Source: an optimization exercise on an open RTL-to-GDS flow (aim: small area and a short achievable clock period). Production flows keep margins and buffers that such runs may drop. No functional check of the RTL was part of any run shown here. Power is estimated from default activity; no workload was simulated.

==> flow/design.v, too long to show whole: its modules and the start of the top module <==
// module mac_16bit: 784 lines
module mac_16bit(out_rounded,md,mr,clk,rst);
  // ...
==> flow/run.sh <==
#!/bin/bash
# synth_recipe.tcl (not shown) runs the flow's synth.tcl, then flattens the netlist and writes it again
# the make line also repeats each setting of config.mk as NAME=value (left out here)
make -C /OpenROAD-flow-scripts/flow DESIGN_CONFIG=/design/flow/config.mk WORK_HOME=/design/flow/orfs CLKGATE_MAP_FILE= SYNTH_SCRIPT=/design/flow/synth_recipe.tcl finish
==> flow/config.mk <==
export PLATFORM = sky130hd
export DESIGN_NAME = mac_16bit
export DESIGN_NICKNAME = mac_16bit
export VERILOG_FILES = /design/flow/design.v
export SDC_FILE = /design/flow/constraint.sdc
export NUM_CORES = 4
export LEC_CHECK = 0
export CAP_MARGIN = 20
export CORE_MARGIN = 2
export CORE_UTILIZATION = 40
export SETUP_SLACK_MARGIN = 4.15
export SLEW_MARGIN = 20
==> flow/constraint.sdc <==
create_clock -name core_clock -period 6.9 [get_ports {clk}]
set_input_delay 1.3800 -clock core_clock [delete_from_list [all_inputs] [get_ports {clk}]]
set_output_delay 1.3800 -clock core_clock [all_outputs]
set_load 0.01 [all_outputs]
==> run notes, run 1 <==
Leakage power figure = 5.913 nW
Main combinational cell family by area after synthesis = adder cells
FF-to-FF Start = P[8]$_DFF_P_
Biggest registers after layout = P: 85 flops, A: 40 flops, out_rounded: 27 flops
Compound-cell area share of the yosys netlist = 12.37%
Leading cell type in the layout, fill and taps excluded = sky130_fd_sc_hd__dfxtp_1
Multi-input logic area = 7689 µm²
Data required, critical path = 7.36 ns
Effective utilization at floorplan = 40.59%
Total net switching power = 0.002859 W
Sequential cell count = 209
Status = timing/DRC/antenna clean
Launching element of the worst setup path = P[8]$_DFF_P_
Yosys warning total = 1
Xor and xnor fraction of the mapped netlist area = 13.23%
Clock network area share = 5.354%
Sequential share of cell area = 29.83%
Wire length on met3 = 1557 µm
Synth area leader = sky130_fd_sc_hd__dfxtp_1
Vert. Die Dim = 180.0 µm
Min setup slack post-route = 4.065 ns
GR peak layer = met2
Non-Filler Cell Area, Final = 14,210 µm²
Per-cell via count in the routed design = 5.070
Combinational cell fraction of total power = 57.1%
Vias = 8,188
IO Count = 61
Cell class with the largest area share = multi-input combinational cells
H-tree depth = 1
Power per standard cell area = 491.5 nW/µm²
Violation count after the first detailed-route iteration = 541
Largest power group = combinational cells
Clock buffers created by TritonCTS = 25
Part of the cycle the worst path needs = 41.08%
Endpoint, Worst Hold = z2$_DFF_P_
Number of enable-type register cells in the synthesized netlist = 0
Hold Slack = 0.3498 ns
Register bank with the most flops = P
Die Area = 32,380 µm²
Flip-flop and latch count after synthesis = 209
==> inputs of run 2 (changes only) <==
--- a/flow/config.mk
+++ b/flow/config.mk
@@ -8,5 +8,5 @@
 export CAP_MARGIN = 20
 export CORE_MARGIN = 2
 export CORE_UTILIZATION = 40
-export SETUP_SLACK_MARGIN = 4.15
+export SETUP_SLACK_MARGIN = 4.3
 export SLEW_MARGIN = 20
==> run notes, run 2 <==
Status = timing/DRC/antenna clean
Yosys warning total = 1 (unchanged)
Violation count after the first detailed-route iteration = 493 (-8.9%)
Average wire length per cell after detail routing = 16.06 µm
Wire length of the first global-routing pass = 44,590 µm
Most frequent cells in the layout = sky130_fd_sc_hd__dfxtp_1 (170), sky130_fd_sc_hd__xnor2_1 (118), sky130_fd_sc_hd__fa_1 (117)
H-tree depth = 1 (unchanged)
Number of nets still failing antenna checks after routing = 0
Endpoint, Worst Hold = z2$_DFF_P_
Die Area = 32,380 µm² (unchanged)
Worst setup path class = flip-flop to flip-flop
Maxcap violations = 0
Share of synthesized registers carrying an async set or reset = 0%
CP startpoint kind = flip-flop
Slew at the pin closest to its max-slew limit = 0.8365 ns
Critical register-to-register path endpoint = A[12]$_SDFF_PP0_
Count leader, synth = sky130_fd_sc_hd__dfxtp_1
Placed wire-length estimate after detailed placement = 18,770 µm
Total grt overflow = 0
Leading cell type in the layout, fill and taps excluded = sky130_fd_sc_hd__dfxtp_1
DRT Pass-1 Iters = 5
Effective utilization at floorplan = 40.59% (unchanged)
Avg Inst Size Synth = 10.43 µm²
Flip-flop and latch count after synthesis = 209 (unchanged)
Final period demand of the worst path = 2.823 ns
FF-to-FF Start = P[8]$_DFF_P_
Largest cells by area after synthesis = sky130_fd_sc_hd__dfxtp_1 (34%), sky130_fd_sc_hd__fa_1 (19%), sky130_fd_sc_hd__xnor2_1 (8.4%)
Number of buffers added to fix hold violations after cts = 0
Per-cell via count in the routed design = 5.069 (about the same)
Proportion of synthesized chip area in sequential cells = 33.79%
Total Power Consumption = 0.007358 W
Leakage power figure = 5.952 nW (+0.67%)
Vias = 8,288 (+1.2%)
Finish-stage setup viols = 0
Buffers added on ports = 60
Proportion of netlist area held by the largest area contributor = 33.79%
Count of unresolved DRC violations after routing = 0
Data required, critical path = 7.35 ns (about the same)
Critical-path top delay cell = sky130_fd_sc_hd__fa_2
Clk slew on worst S/H paths = 0.06 ns
Final layout net count = 1,454
Filler cells = 2,886
Biggest registers after layout = P: 85 flops, A: 40 flops, out_rounded: 27 flops
Antenna violations before repair = 0
Maximum root-to-sink buffer count = 3
Max_slew headroom = 44.23%
Clock buffers created by TritonCTS = 23 (-8.0%)
Clock tree from TritonCTS = done
Power per standard cell area = 507.6 nW/µm² (+3.3%)
Clock root cell = sky130_fd_sc_hd__clkbuf_16
Nature of the critical path endpoint = flip-flop
Part of the cycle the worst path needs = 40.92% (-0.16 points)
Via count of the first global-routing pass = 8,585
Synth area leader = sky130_fd_sc_hd__dfxtp_1
Cell Chain, Critical Path = fa_2 > fa_1 > ha_4 > o21a_1 > o31a_1 > o211ai_1 > a21o_1 > a2111o_1 > nand3_1
Max-slew violation count = 0
Data arrival time at the worst-slack endpoint = 3.27 ns
Setup skew after layout = 0.02021 ns
Count of distinct cell types in the synthesized netlist = 49
ANT cells = 0
IO Count = 61 (unchanged)
Largest net degree at the start of global routing = 39
Net count after synthesis = 1,417
Most instantiated flip-flop cell in the synthesis netlist = sky130_fd_sc_hd__dfxtp_1
Area overhead of the layout relative to synthesis = 17.07%
Achievable frequency = 354.2 MHz
Vert. Die Dim = 180.0 µm (unchanged)
Synth Instances = 1,187
Largest register FFs = 85
Clock sinks = 209
Top cell types by occurrence after synthesis = sky130_fd_sc_hd__dfxtp_1 (209), sky130_fd_sc_hd__a22oi_1 (120), sky130_fd_sc_hd__fa_1 (120), sky130_fd_sc_hd__xnor2_1 (119), sky130_fd_sc_hd__inv_1 (92)
Clock insertion delay at the later pin of the skew report = 0.52 ns
Post-Route Utilization = 47.51%
IR Drop Worst-Case VDD = 0.2690 mV
RePlAce Congestion = 0.8193
Register bank with the most flops = P
Maximum fanout along the worst path = 4
CORE AREA = 30,510 µm²
Layout cells sized above 1 = 12.59%
Fin Setup TNS = 0 ns
Worst min-delay path class = flip-flop to flip-flop
Number of enable-type register cells in the synthesized netlist = 0 (unchanged)
Horizontal extent of the die = 180.0 µm
Number of endpoints with negative hold slack in the final report = 0
Hold wc startpoint = r1$_DFF_P_
Crit path largest cell delay = 0.60 ns
Total number of placement rows = 64
Reg2reg setup slack = 4.08 ns
Global-route usage over all layers = 16.58%
Unrepaired setup endpoints after global routing = yes
Cell depth of the worst hold path = 0
Cell area after synthesis = 12,380 µm²
Worst Reg2Reg Path Length in Cells = 9
Total detailed-routing wirelength = 26,260 µm
==> run 2: routing by layer <==
| metal | GRT usage (%) | wire (µm) |
|---|---|---|
| met5 | 0 | 0 |
| met4 | 4.390 | 459 |
| met3 | 2.532 | 1526 |
| met2 | 26.02 | 11560 |
| met1 | 23.86 | 12710 |
==> run 2: cell type report <==
| class | instances | area, µm² | area share (%) |
|---|---|---|---|
| Timing Repair Buffer | 94 | 829.5 | 5.722 |
| Clock buffer | 32 | 629.4 | 4.341 |
| Multi-Input combinational cell | 804 | 7804 | 53.83 |
| Clock inverter | 8 | 77.57 | 0.5351 |
| Tap cell | 396 | 495.5 | 3.418 |
| Inverter | 92 | 345.3 | 2.382 |
| Sequential cell | 209 | 4315 | 29.77 |
==> run 2: worst max path at each step <==
stage / end / depth (start not counted) / slack, ns / from
finish: A[12]$_SDFF_PP0_ / 9 / 4.08 / P[8]$_DFF_P_
global placement: out_rounded[9]$_SDFF_PP0_ / 4 / 3.86 / rst
detailed placement: out_rounded[9]$_SDFF_PP0_ / 4 / 3.83 / rst
global route: A[12]$_SDFF_PP0_ / 9 / 3.98 / P[8]$_DFF_P_
floorplan: P[38]$_DFF_P_ / 9 / 4.24 / MD[13]$_DFF_P_
CTS: A[12]$_SDFF_PP0_ / 9 / 4.10 / P[8]$_DFF_P_
==> run 2: critical path, delay by kind of cell, from the launching register on <==
| kind | cells | cell delay (ns) |
|---|---|---|
| compound gates | 5 | 0.99 |
| flops | 1 | 0.32 |
| simple gates | 1 | 0.08 |
| fa+ha+maj | 3 | 1.37 |
==> run 2: logic make-up after synthesis <==
| family | share of synthesized area (%) |
|---|---|
| AND/OR/NAND/NOR | 7.992 |
| AO/OA/AOI/OAI | 12.37 |
| adder cells (fa/ha/maj) | 27.08 |
| buffers and inverters | 5.284 |
| flip-flops | 33.79 |
| XOR/XNOR | 13.23 |
| multiplexers | 0.2627 |
==> run 2: through the flow <==
step,std cells,hold WS [ns],cell area (µm²),worst slack [ns]
after global routing,1635,0.3525,14500,3.980
after CTS,1615,0.3445,14140,4.096
final,1635,0.3419,14500,4.077
after detailed placement,1569,0.3143,13260,3.833
after global placement,1569,0.3527,13260,3.858
after floorplan,1187,0.3096,12470,4.240
==> run 2: power breakdown <==
| part | leakage (nW) | switching, W | internal (W) | total (W) |
|---|---|---|---|---|
| registers | 1.75 | 0.000252 | 0.00152 | 0.00177 |
| clock network | 0.341 | 0.000488 | 0.000674 | 0.00116 |
| logic | 3.86 | 0.00230 | 0.00212 | 0.00442 |
| total | 5.95 | 0.00304 | 0.00432 | 0.00736 |
==> run 2: timing repair <==
action | CTS | global route
pin swaps | 23 | 24
resized for setup | 92 | 60
buffers inserted | 6 | 20
endpoints found under the setup margin | 69 | 41

-- re-timing with driven ports --
No port has a modelled driver above. Below, the same layouts with a new extraction and two added sets of constraints.
Step 1, drivers: a clkbuf_16 drives clk and a buf_2 each remaining input, both assumed.
Step 2, shift: input delay + t, output delay - t, t = (earliest + latest rising clock arrival at the registers) / 2. This alone moves slack from input paths to output paths.
a / b / c = ideal / step 1 / step 2; a / b = the first two.
run | t, ns | setup WS [ns] | latest minus earliest clock arrival (ns)
run 1 | 0.566 | 4.065 / 4.065 / 3.840 | 0.011 / 0.011
run 2 | 0.559 | 4.077 / 4.077 / 3.917 | 0.021 / 0.021
After both steps setup and hold are still met in every run listed. For run 1, which loses most, drivers alone change the setup slack by 0.000 ns; drivers and shift together by -0.225 ns.
